Background: an optimization exercise with open tools, aiming at small area. Do not read the settings as production practice. Only simulation tests tie the RTL to the original design; equivalence was not proved. Power is estimated from default activity; no workload was simulated.

File: constraint.sdc
create_clock -name core_clock -period 5.0 [get_ports {clk}]
set_input_delay 1.0000 -clock core_clock [delete_from_list [all_inputs] [get_ports {clk}]]
set_output_delay 1.0000 -clock core_clock [all_outputs]
set_load 0.01 [all_outputs]
File: flow/run.sh
#!/bin/bash
# Own layout flow: the standard ORFS flow (standard.sh) with these changes:
# * synthesis maps the logic with an area-oriented ABC script (flow/abc.script),
#   run once per &deepsyn seed, keeping the smallest result (patch_synth.py);
#   Yosys's adder extraction is skipped (ADDER_MAP_FILE empty). Registers, their
#   names and cell types are those of the standard synthesis.
# * the ports are buffered as in the standard flow, with buf_1 cells;
# * clock tree synthesis uses clkbuf_8 and no dummy loads (flow/cts_args).
set -euo pipefail
W=$(pwd)
python3 "$W/flow/patch_synth.py" "$FLOW_HOME/scripts/synth.tcl" "$W/synth_mod.tcl" > "$W/patch_synth.log" 2>&1
sed 's|source \$::env(SCRIPTS_DIR)/synth.tcl|source $::env(MY_SYNTH_TCL)|' "$W/synth_recipe.tcl" > "$W/my_synth.tcl"
grep -q 'MY_SYNTH_TCL' "$W/my_synth.tcl"
export MY_SYNTH_TCL="$W/synth_mod.tcl"
export MY_ABC_SCRIPT="$W/flow/abc.script"
export MY_ABC_SEEDS="0 1 2 3 4 5 6 7 8 9"
EXTRA="ADDER_MAP_FILE= 'BUFFER_PORTS_ARGS=-buffer_cell sky130_fd_sc_hd__buf_1'"
if [[ -f "$W/flow/cts_args" ]]; then
  EXTRA="$EXTRA 'CTS_ARGS=$(cat "$W/flow/cts_args")'"
fi
sed "s#SYNTH_SCRIPT=[^ ]*#SYNTH_SCRIPT=$W/my_synth.tcl $EXTRA#" "$W/standard.sh" > "$W/my_standard.sh"
grep -q 'my_synth.tcl' "$W/my_standard.sh"
bash "$W/my_standard.sh" finish > "$W/flow_make.log" 2>&1
File: design.v
module i2c_slave (
    input clk,
    input rst,
    input sda_in,
    input scl,
    output reg [7:0] addr,    
    output tx,                
    output [2:0] bitk,        
    output ackdrv             
  );
  localparam [1:0] M_ID = 2'd0, M_RX = 2'd1, M_TX = 2'd2, M_MISC = 2'd3;
  localparam [2:0] S_IDLE = 3'd0,    
                   S_ACKW = 3'd2,    
                   S_AWW  = 3'd3,    
                   S_ACKR = 3'd4,    
                   S_AWR  = 3'd5,    
                   S_RACK = 3'd6,    
                   S_RAW  = 3'd7;    
  reg [2:0] scl_s, sda_s;
  reg [5:0] rx;           
  reg [1:0] m;
  reg [2:0] c;
  wire rise = scl_s[1] & ~scl_s[2];
  wire fall = ~scl_s[1] & scl_s[2];
  wire sb = sda_s[2];
  wire start_c = scl_s[2] & sda_s[2] & ~sda_s[1];
  wire stop_c = scl_s[2] & ~sda_s[2] & sda_s[1];
  wire [5:0] rx_n = rise ? {rx[4:0], sb} : rx;
  wire id_bit = (c == 3'd0) || (c == 3'd2);
  reg [1:0] nm;
  reg [2:0] nc;
  reg ld, inc;
  always @* begin
    nm = m;
    nc = c;
    ld = 1'b0;
    inc = 1'b0;
    case (m)
      M_ID: if (rise) begin
        nc = c + 3'd1;
        if (c == 3'd7) begin
          nm = M_MISC;
          nc = sb ? S_ACKR : S_ACKW;
        end else if (sb != id_bit) begin
          nm = M_MISC;
          nc = S_IDLE;
        end
      end
      M_RX: if (rise) begin
        nc = c + 3'd1;
        if (c == 3'd7) begin
          nm = M_MISC;
          nc = S_ACKW;
          ld = 1'b1;
        end
      end
      M_TX: if (fall) begin
        nc = c + 3'd1;
        if (c == 3'd7) begin
          nm = M_MISC;
          nc = S_RACK;
        end
      end
      default: case (c)
        S_ACKW, S_ACKR: if (fall) nc = c + 3'd1;
        S_AWW: if (fall) begin
          nm = M_RX;
          nc = 3'd0;
        end
        S_AWR, S_RAW: if (fall) begin
          nm = M_TX;
          nc = 3'd0;
        end
        S_RACK: if (rise) begin
          nc = S_RAW;
          inc = 1'b1;
        end
        default: ;
      endcase
    endcase
    if (start_c) begin
      nm = M_ID;
      nc = 3'd0;
    end else if (stop_c) begin
      nm = M_MISC;
      nc = S_IDLE;
    end
  end
  always @(posedge clk) begin
    scl_s <= {scl_s[1:0], scl};
    sda_s <= {sda_s[1:0], sda_in};
    rx <= rx_n;
    if (rst) begin
      m <= M_MISC;
      c <= S_IDLE;
    end else begin
      m <= nm;
      c <= nc;
    end
    addr <= ld ? {1'b0, rx[5:0], sb} : rst ? 8'd0 : addr + {7'd0, inc};
  end
  assign tx = (m == M_TX);
  assign bitk = c;
  assign ackdrv = (m == M_MISC) && (c == S_AWW || c == S_AWR);
endmodule
module edid_rom (
    input clk,
    input rst,
    input sda_in,
    output sda_oe,
    input scl
  );
  wire [7:0] addr;
  wire tx;
  wire [2:0] bitk;
  wire ackdrv;
  i2c_slave i2c (
    .clk(clk),
    .rst(rst),
    .sda_in(sda_in),
    .scl(scl),
    .addr(addr),
    .tx(tx),
    .bitk(bitk),
    .ackdrv(ackdrv)
  );
  localparam [1023:0] EDID = 1024'h5f00504ef62e9676f6b204f656f6b2003f00000004040404040450009005180a7800bf00000004508aec1c4c420a04caaaca8200ff0000000404502e1ea62a049eb6b6ae22007f000000808080808080808080808080808003810000002a0ab0e405f2eac5ad385c1e447ca5c08018180080003214c5962000ffffffffffff00;
  wire bit_q = addr[7] | EDID[{addr[6:0], bitk}];
  assign sda_oe = ackdrv | (tx & ~bit_q);
endmodule
File: flow/patch_synth.py
# Writes synth_mod.tcl: ORFS's synth.tcl (argv[1]) with its abc call replaced
# by a loop that maps with flow/abc.script once per seed in MY_ABC_SEEDS
# (the @SEED@ in the script is the seed of &deepsyn) and keeps the result
# with the smallest cell area.
import sys
s = open(sys.argv[1]).read()
old = "  log_cmd abc {*}$abc_args\n"
assert s.count(old) == 1
new = '''  design -save my_pre_abc
  set my_best ""
  foreach my_seed $::env(MY_ABC_SEEDS) {
    design -load my_pre_abc
    set my_in [open $::env(MY_ABC_SCRIPT) r]
    set my_text [string map [list @SEED@ $my_seed] [read $my_in]]
    close $my_in
    set my_script $::env(OBJECTS_DIR)/my_abc_$my_seed.script
    set my_out [open $my_script w]
    puts -nonewline $my_out $my_text
    close $my_out
    log_cmd abc -script $my_script {*}[lrange $abc_args 2 end]
    set my_stat [tee -q -s result.string stat {*}$lib_args]
    regexp {Chip area for module[^:]*:\\s*([0-9.eE+]+)} $my_stat -> my_area
    puts "MY_ABC seed $my_seed area $my_area"
    if { $my_best eq "" || $my_area < $my_best } {
      set my_best $my_area
      design -save my_best_abc
    }
  }
  design -load my_best_abc
  puts "MY_ABC best area $my_best"
'''
s = s.replace(old, new)
open(sys.argv[2], 'w').write(s)
File: flow/cts_args
-buf_list sky130_fd_sc_hd__clkbuf_8 -root_buf sky130_fd_sc_hd__clkbuf_8 -sink_clustering_enable -sink_clustering_size 30 -dont_use_dummy_load -repair_clock_nets
File: standard.sh
#!/bin/bash
# synth_recipe.tcl (not shown) runs the flow's synth.tcl, then flattens the netlist and writes it again
# the make line also repeats each setting of config.mk as NAME=value (left out here)
make -C /OpenROAD-flow-scripts/flow DESIGN_CONFIG=/design/flow/config.mk WORK_HOME=/design/flow/orfs CLKGATE_MAP_FILE= SYNTH_SCRIPT=/design/flow/synth_recipe.tcl "${@:-finish}"
File: flow/abc.script
strash
balance
rewrite
refactor
balance
rewrite
rewrite -z
balance
refactor -z
rewrite -z
balance
&get -n
&deepsyn -T 45 -S @SEED@
&dch
&nf -R 1000
&put
topo
File: config.mk
export PLATFORM = sky130hd
export DESIGN_NAME = edid_rom
export DESIGN_NICKNAME = edid_rom
export VERILOG_FILES = /design/flow/design.v
export SDC_FILE = /design/flow/constraint.sdc
export NUM_CORES = 4
export LEC_CHECK = 0
export CAP_MARGIN = 20
export CORE_MARGIN = 2
export CORE_UTILIZATION = 40
export GPL_TIMING_DRIVEN = 0
export SLEW_MARGIN = 20
==> summary.txt <==
Yosys cell counts, types with 4 or more instances:
cell type	count	share of area (%)
a31oi_1	6	2.3
nand2_1	31	7.0
a21oi_1	16	4.8
nor2_1	26	5.9
edfxtp_1	6	11
o21ai_0	15	4.5
nand4_1	4	1.5
nor2b_1	6	2.3
nand3_1	10	3.0
clkinv_1	6	1.4
nor3_1	9	2.7
dfxtp_1	19	23
and2_0	7	2.6
a22o_1	4	2.1
sequential cells by signal, summed over array words and instances, names as in the netlist:
| register | flops |
|---|---|
| i2c.sda_s | 3 |
| i2c.c | 3 |
| i2c.addr | 8 |
| i2c.scl_s | 3 |
| i2c.m | 2 |
| i2c.rx | 6 |
kinds of logic (layout without fill, tap and decap cells):
logic type / count (synthesis) / in the layout
AO/OA/AOI/OAI: 78 / 78
buffers and inverters: 6 / 13
flip-flops: 25 / 25
AND/OR/NAND/NOR: 106 / 106
XOR/XNOR: 3 / 3
power breakdown:
| group | total [mW] | leakage, nW | switching (mW) | internal (mW) |
|---|---|---|---|---|
| Clock | 0.110 | 0.0216 | 0.0566 | 0.0538 |
| Sequential | 0.227 | 0.212 | 0.0133 | 0.214 |
| Combinational | 0.0433 | 0.353 | 0.0276 | 0.0156 |
| Total | 0.381 | 0.587 | 0.0975 | 0.283 |
per-stage QoR:
step                cell area [um2]  worst slack (ns)
finish                         1770             0.409
global route                   1770            0.0957
global placement               1730             0.774
CTS                            1770             0.515
floorplan                      1650              1.64
detailed placement             1730             0.797
cells in the final DEF, fill, tap and decap left out, drive strengths merged, types with 6 or more instances in the layout:
cell / Yosys / layout
edfxtp: 6 / 6
nand2: 31 / 31
clkinv: 6 / 6
and2: 7 / 7
nand3: 10 / 10
nor3: 9 / 9
o21ai: 15 / 15
a31oi: 6 / 6
dfxtp: 19 / 19
nor2: 26 / 26
a21oi: 16 / 16
nor2b: 6 / 6
metal layers:
| layer | vias up | track usage (%) | routed length, um |
|---|---|---|---|
| met5 | - | 0 | 0 |
| met4 | 0 | 10.0 | 174 |
| met3 | 22 | 3.95 | 377 |
| met2 | 113 | 32.9 | 1990 |
| met1 | 804 | 29.5 | 2040 |
| li1 | 865 | - | - |
worst register-to-register path, stage by stage, from the launching register on:
cell and delay (ns):
dfxtp_1 0.83, nor2b_1 0.46, nand3_1 0.13, nand2_1 0.12, and2_0 0.18, a21o_1 0.14
and2_0 0.26, nand3_1 0.16, nor2_1 0.55, nor2_1 0.24, o21ai_0 0.14, a21oi_1 0.06
a21o_1 0.16
area by class of cell:
cell class              count  share of cell area, %
multi-input cells         187                   60.4
flip-flops and latches     25                   31.6
well taps                  50                   3.53
clock buffers               3                   2.33
inverters                   6                   1.27
repair buffers              4                  0.847
how the worst max path moves through the flow:
stage | from | end | slack [ns]
2_1_floorplan | i2c.c[1] | sda_oe | 1.64
5_1_grt | i2c.c[1] | sda_oe | 0.1
4_1_cts | i2c.c[1] | sda_oe | 0.52
3_5_place_dp | i2c.c[1] | sda_oe | 0.80
6_report | i2c.c[1] | sda_oe | 0.41
3_3_place_gp | i2c.c[1] | sda_oe | 0.77
==> summary.txt <==
- Status: complete, no violations
- PwrDens: 215 mW/mm2
- Worst-margin pin slew: 0.785 ns
- Rows: 23
- CP most frequent cell: o21ai_0
- WP data required: 4.00 ns
- Initial core utilization: 41.4%
- Worst skew pair latency: 0.27 ns
- FILL cells: 416
- Syn avg cell area: 7.59 um2
- Hold violation count in the final report: 0
- Xor/xnor cell area share of the yosys netlist: 1.59%
- Post-CTS Setup Bufs: 0
- Vias post-DR: 1804
- Worst path max stage delay: 0.74 ns
- Seq/Total Area, Yosys: 33.9%
- Buf/Inv on CP: 2
- I/O Buffers: 4
- Post-synth top flop: dfxtp_1
- Final setup viols: 0
- DR WL/cell: 16.7 um
- RSZ-0062 raised after global routing: no
- Fin util: 44.3%
- Die ar.: 0.00467 mm2
- Total global-route track usage: 21.6%
- CP delay by family, top: simple AND/OR/NAND/NOR gates
- Routability congestion estimate: 0.921
- MaxCap Viol Count: 0
- Fin crit period: 4.59 ns
- Pleak: 0.587 nW
- Hold Path Sink: i2c.scl_s[1]
- Worst hold margin: 0.331 ns
- Crit-path slowest cell: dfxtp_1
- CTS HTree Levels: 1
- Crit path kind: reg2out
- Critical path peak fanout: 19
- Grt total ovfl: 0
- Worst R2R Path Depth: 12
- Finished Layout Cells: 275
- Critical path depth in cells: 14
- Peak supply drop: 0.000194 V
- Slew Limit Fails: 0
- TritonCTS clock tree: yes
- Arr. time, crit path: 3.59 ns
- Worst r2r src: i2c.c[2]
- Die width: 68.3 um
- Drt via density: 6.56
- Syn Nets: 222
- Hold_sp: i2c.scl_s[0]
- Global-route wire length before repair: 7640 um
- Unique cell type count in the Yosys netlist: 46
- Multi-input logic area: 0.00107 mm2
- Final net count: 231
- Final ANT Viol Nets: 0
- Synthesized flop and latch total: 25
- Worst Hold Class: reg2reg
- Initial antenna violation count: 0
- Mux share of post-synthesis cell area: 0%
- DP HPWL: 3220 um
- Hold-critical path depth: 0
- Fmax: 218 MHz
- CTS max path bufs: 2
- CP startpoint kind: register
- Largest family of logic cells by synthesized area: compound AO/OA/AOI/OAI gates
- Tot Pwr: 381 uW
- Post-synth EDFFs: 6
- Top Ports: 5
- Clk pin slew, worst setup/hold paths: 0.07 ns
- Post-CTS Resized: 0
- Die Y-Extent: 68.3 um
- Syn Inst Count: 218
- CP Capture Type: output port
- Ys async rst share: 0%
- Hold buffer count at cts: 0
- Largest net degree at the start of global routing: 25
- Seq. cell area: 561 um2
- DRC Markers: 0
- DR pass1 iterations: 6
- Synth warn: 1
- Area of the core: 0.00400 mm2
- Adder-cell share of the synthesized area: 0%
- CP Cell Sequence: clkinv_1, nor2_1, nand2_1, o22ai_1, o311ai_0, o41ai_1, o21ai_0, nand3_1, nand4_1, nand2_1, o21ai_0, nand3_1, o21ai_0, buf_1
- Final worst path period share: 91.8%
- R2R setup slack: 1.49 ns
- Initial DRC count: 406
- Share of layout cells above drive strength 1: 1.33%
- Vias in the first global route: 1654
- Diode count: 0
- Placed Cells: 272
- Simple-gate share of the synthesized area: 30.8%
- Slew HR: 47.6%
- RR Endpoint: i2c.addr[5]
- Area grow syn2layout: 7.19%
- Mapped cell area: 0.00165 mm2
- CTS Buf Count: 3
- Skew final: 0.0153 ns
- Compound-Gate Fraction of Synth Area: 32.4%
- Clock sink count: 25
- TNS Setup: 0 ns
- Routed WL: 4590 um
- CTS root buffer: clkbuf_8

re-timing with driven ports:
No port has a modelled driver above. Below, the same layout with a new extraction and two added sets of constraints.
Step 1 (the two cells are an assumption about what drives the block):
set clk [get_ports {clk}]
set_driving_cell -lib_cell sky130_fd_sc_hd__clkbuf_16 $clk
set_driving_cell -lib_cell sky130_fd_sc_hd__buf_2 [delete_from_list [all_inputs] $clk]
Step 2 times the ports against the registers' clock, not the clock port: input delays grow and output delays shrink by t, the midpoint of the rising clock arrivals with the driver on.
Slacks: ideal ports / drivers / drivers and shift; pairs: ideal ports / drivers.
t (ns): 0.285
setup WS [ns]: 0.409 / 0.383 / 0.668
worst register clock-pin slew, ns: 0.09 / 0.09
worst slew at a driven data input, ns: 0.03
cell pins on the clock port's net: 1
After both steps setup and hold are still met in this run. The setup slack of this run moves by -0.026 ns with the drivers and by +0.259 ns with both steps.
